What follows belongs to an exercise in optimizing a design on an open flow for small area and a short achievable clock period; a production flow would make more cautious choices. Function was not checked in any run shown here: the RTL went through the layout flow alone. Power and IR drop assume default switching activity.

## flow/design.v (module list and top-level ports; edited modules follow where they fit)
// module pid_controller: 756 lines
// module top: 23 lines
module top (
  input  logic        clk,
  input  logic        rst_n,
  input  logic [15:0] setpoint,
  input  logic [15:0] feedback,
  input  logic [15:0] Kp,
  input  logic [15:0] Ki,
  input  logic [15:0] Kd,
  input  logic [15:0] clk_prescaler,
  output logic [15:0] control_signal
);
  // ...
==> flow/run.sh <==
#!/bin/bash
# synth_recipe.tcl (not shown) runs the flow's synth.tcl, then flattens the netlist and writes it again
# the make line also repeats each setting of config.mk as NAME=value (left out here)
make -C /OpenROAD-flow-scripts/flow DESIGN_CONFIG=/design/flow/config.mk WORK_HOME=/design/flow/orfs CLKGATE_MAP_FILE= SYNTH_SCRIPT=/design/flow/synth_recipe.tcl finish
==> flow/config.mk <==
export PLATFORM = sky130hd
export DESIGN_NAME = top
export DESIGN_NICKNAME = top
export VERILOG_FILES = /design/flow/design.v
export SDC_FILE = /design/flow/constraint.sdc
export NUM_CORES = 4
export LEC_CHECK = 0
export CAP_MARGIN = 20
export CORE_MARGIN = 2
export CORE_UTILIZATION = 40
export SLEW_MARGIN = 20
==> flow/constraint.sdc <==
create_clock -name core_clock -period 12.5 [get_ports {clk}]
set_input_delay 2.5000 -clock core_clock [delete_from_list [all_inputs] [get_ports {clk}]]
set_output_delay 2.5000 -clock core_clock [all_outputs]
set_load 0.01 [all_outputs]
==> flow_summary.toml, run 1 <==
[setup_path]
r2r_start = "u_dut.smp"
start_kind = "primary input"
cp_slowest_cell = "o31ai_1"
worstSetupStartpoint = "feedback[1]"
crit_buf_inv = 4
critical-path-max-stage-delay_ps = 920

[die]
core_area_mm2 = 0.0395
start_util = 0.404
die_y_um = 204

[power]
p_int_mw = 2.66
combPwrFrac = 0.824
finalPower_mw = 5.21
clk-power_mw = 0.318
p_clk_frac = 0.061
power.density_mw_per_mm2 = 291

[timing]
fin_crit_ps = 10000
relSlewSlack = 0.227
finalHoldViolCount = 0
rsz0062_at_grt = "false"
maxSlewViolCount = 0
fmax_mhz = 100
worstMarginPinSlew_ps = 1150

[detailed_routing]
drt-total-wl_mm = 49.8
wl_met3_mm = 2.82

[cells_and_area]
n_clock_buffer = 12
n_all_inverters = 260
drive_gt1_frac = 0.0491

[min_path]
holdCritStartpoint = "u_dut.clk_divider[0]"

[clock_tree]
cts_hold_buf = 0
cts_buffers = 9
cts_setup_buffers = 0
htreeDepth = 3

[synthesis]
synth_compound_area_frac = 0.203
ys_warn_count = 1
yosysMostFrequentCell = "inv_1"
synth_nets = 2160
synthXorXnorAreaFrac = 0.133
synthMuxAreaShare = 0.0364
synthSimpleGateAreaFrac = 0.0867

[placed_design]
dp.cells = 2362
dp_hpwl_mm = 40.1

[job]
maxCapViolCount = 0

[run_status]
status = "complete, no violations"
==> inputs of run 2 (changes only) <==
--- a/flow/config.mk
+++ b/flow/config.mk
@@ -7,2 +7,3 @@
 export LEC_CHECK = 0
+export ABC_AREA = 1
 export CAP_MARGIN = 20
==> run 2 against run 1 <==
  * Utilization is 0.15 points higher
  * Synthesized cell count is 30% higher
  * Highest routed layer unchanged
  * Sequential power is 2% lower
  * Still clean
==> flow_summary.toml, run 2 <==
[detailed_routing]
num_vias = 15238
wl_met3_mm = 4.05
drt-initial-drc-count = 1290
top_layer = "met4"
drt-total-wl_mm = 56.0
drt-wirelength-per-cell_um = 19.0
met1_length_mm = 24.8
wl_met2_mm = 25.1
post-route-drc-count = 0
first_pass_iters = 6
via_per_inst = 5.17
ant_nets = 0

[die]
die_area_mm2 = 0.0436
die_y_um = 209
rows = 74
io_pins = 114
die_x_um = 209
core_area_mm2 = 0.0411
start_util = 0.408

[synthesis]
syn_area_mm2 = 0.0168
netlist.area_leader.share = 0.233
synth_nets = 2702
synth_seq_cells = 97
synth_seq_area_share = 0.145
yosys-top-cells-count = "578 x nand2_1, 528 x inv_1, 195 x fa_1"
synth-main-ff-cell = "dfrtp_1"
avgSynthCellArea_um2 = 7.17
ys_top_cells_by_area = "fa_1 23%, dfrtp_1 14%, nand2_1 13%"
ys_async_sr_fraction = 1.00
yosysMostFrequentCell = "nand2_1"
synth_edf_count = 0
synth_cell_type_count = 47
syn_inst = 2336
synth_top_area_cell = "fa_1"
ys_warn_count = 1

[timing]
post-route-period-util = 0.669
fmax_mhz = 120
finalHoldViolCount = 0
maxSlewViolCount = 0
setup_viol = 0
setup_slack_ps = 4130
fin_crit_ps = 8370
rsz0062_at_grt = "false"
final.setup_skew_ps = 18.4
timing.hold.ws_ps = 500
worstMarginPinSlew_ps = 1030
tns_ps = 0
relSlewSlack = 0.312

[cells_and_area]
layout_common_cells = "578 x nand2_1, 528 x inv_1, 195 x fa_1"
area_growth_syn_to_layout_pct = 11.4
register_area_mm2 = 0.00243
nets = 2776
fin_util = 0.454
post-route-cell-area_mm2 = 0.0187
final_common_cell = "nand2_1"
fill_cells = 4288
multi_input_area_mm2 = 0.0120
stdcell_count = 2947
drive_gt1_frac = 0.0410
diodes = 0

[clock_tree]
htreeDepth = 3
cts.sinks = 97
cts_resized = 0
cts_setup_buffers = 0
cts-root-buf = "clkbuf_16"
cts_hold_buf = 0
cts_max_path_buffers = 2
clk_transition_reported_paths_ps = 80
cts_tree = "built"
clock_latency_ps = 390
cts_buffers = 9

[placed_design]
routabilityCongestion = 1.01
dp.cells = 2930
place_ws_ps = 3750
place_area_mm2 = 0.0184
port-buffer-count = 113
dp_hpwl_mm = 47.3

[run_status]
status = "complete, no violations"

[setup_path]
crit_fanout = 27
critical-path-max-stage-delay_ps = 760
critical_path_arrival_ps = 8660
rr_worst_depth = 37
cp-end-kind = "register"
cpMostUsedCell = "nand2_1"
start_kind = "primary input"
cp_slowest_cell = "nand3_2"
worstPathRequired_ps = 12800
crit_type = "primary input to register"

[job]
maxCapViolCount = 0

[global_route]
grt_max_degree = 61
grt_first_pass_wirelength_mm = 86.3
gr-total-overflow = 0
track_usage = 0.263
antenna_found_initial = 1
grt_pass1_vias = 15127

[power]
vdd_ir_drop_max_mv = 0.249
power.density_mw_per_mm2 = 246
finalPower_mw = 4.59
cellLeakagePower_nw = 9.74

[min_path]
hp-class = "register to register"
hold_depth = 1
-- run 2: changes by cell type after synthesis, sizes merged, moves of 28 or more --
cell	previous run	this run
inv	256	548
o22ai	45	142
nand2	96	604
o21ai	130	98
a21oi	69	39
mux2i	41	10
clkbuf	75	39
xnor2	167	27
and2	33	5
nand3	9	137
xor2	60	158
a22oi	123	0
-- run 2: routing by layer --
layer,vias to the layer above,GRT usage
li1,7330,-
met1,7267,0.355
met2,553,0.420
met3,88,0.0494
met4,0,0.0961
met5,-,0
-- run 2: layout make-up --
cell class              count  share of cell area
clock buffers              10              0.0128
clock inverters             6             0.00295
inverters                 557               0.112
multi-input cells        1624               0.643
flip-flops and latches     97               0.130
well taps                 532              0.0357
repair buffers            121              0.0637
-- run 2: cells by family (layout without fill, tap and decap cells) --
group,after synthesis,count (layout),synth area share
and+or+nand+nor,860,860,0.217
buffers and inverters,615,694,0.140
AOI/OAI and AO/OA,301,301,0.105
adders and majority gates,268,268,0.287
xor gates and xnor gates,185,185,0.0998
DFF,97,97,0.145
muxes,10,10,0.00597
-- run 2: worst paths after layout --
| kind | slack (ps) | endpoint | from |
|---|---|---|---|
| max | 4130 | u_dut.C1[15] | feedback[0] |
| min | 500 | u_dut.clk_divider[0] | u_dut.clk_divider[0] |
| max reg2reg | 5780 | u_dut.C1[15] | u_dut.smp |
| min reg2reg | 500 | u_dut.clk_divider[0] | u_dut.clk_divider[0] |
| max in group asynchronous | 9180 | u_dut.I0[14] | rst_n |
| min in group asynchronous | 2090 | u_dut.clk_divider[7] | rst_n |
-- run 2: worst max-delay path, delay by kind of cell --
kind	cells	cell delay, ps
AO/OA/AOI/OAI	1	110
buffers and inverters	12	1210
XOR/XNOR	2	730
AND/OR/NAND/NOR	18	1900
adder cells (fa/ha/maj)	7	2150
-- run 2: power by group --
part	internal (mW)	switching (mW)	leakage (nW)
combinational	1.52	2.18	8.46
sequential	0.501	0.0814	1.13
clock	0.146	0.155	0.146
total	2.17	2.42	9.74

-- what the ideal ports hide --
Ports are ideal in the flow. The routed layouts listed here were re-timed in OpenROAD. Step 1 assumes that a clkbuf_16 drives the clock port and a buf_2 every other input. Step 2, shift: input delay + t, output delay - t, t = (earliest + latest rising clock arrival at the registers) / 2. This alone moves slack from input paths to output paths. a / b / c = no drivers / after step 1 / after step 2; a / b = the first two.
run	shift t [ns]	setup WS [ns]	worst register clock-pin slew, ns	cell pins on the clock port's net
run 1	0.426	2.500 / 2.527 / 2.101	0.08 / 0.08	1
run 2	0.438	4.135 / 4.166 / 3.728	0.09 / 0.09	1
After both steps setup and hold are still met in every run listed. For run 2, which loses most, drivers alone change the setup slack by +0.031 ns; drivers and shift together by -0.407 ns.
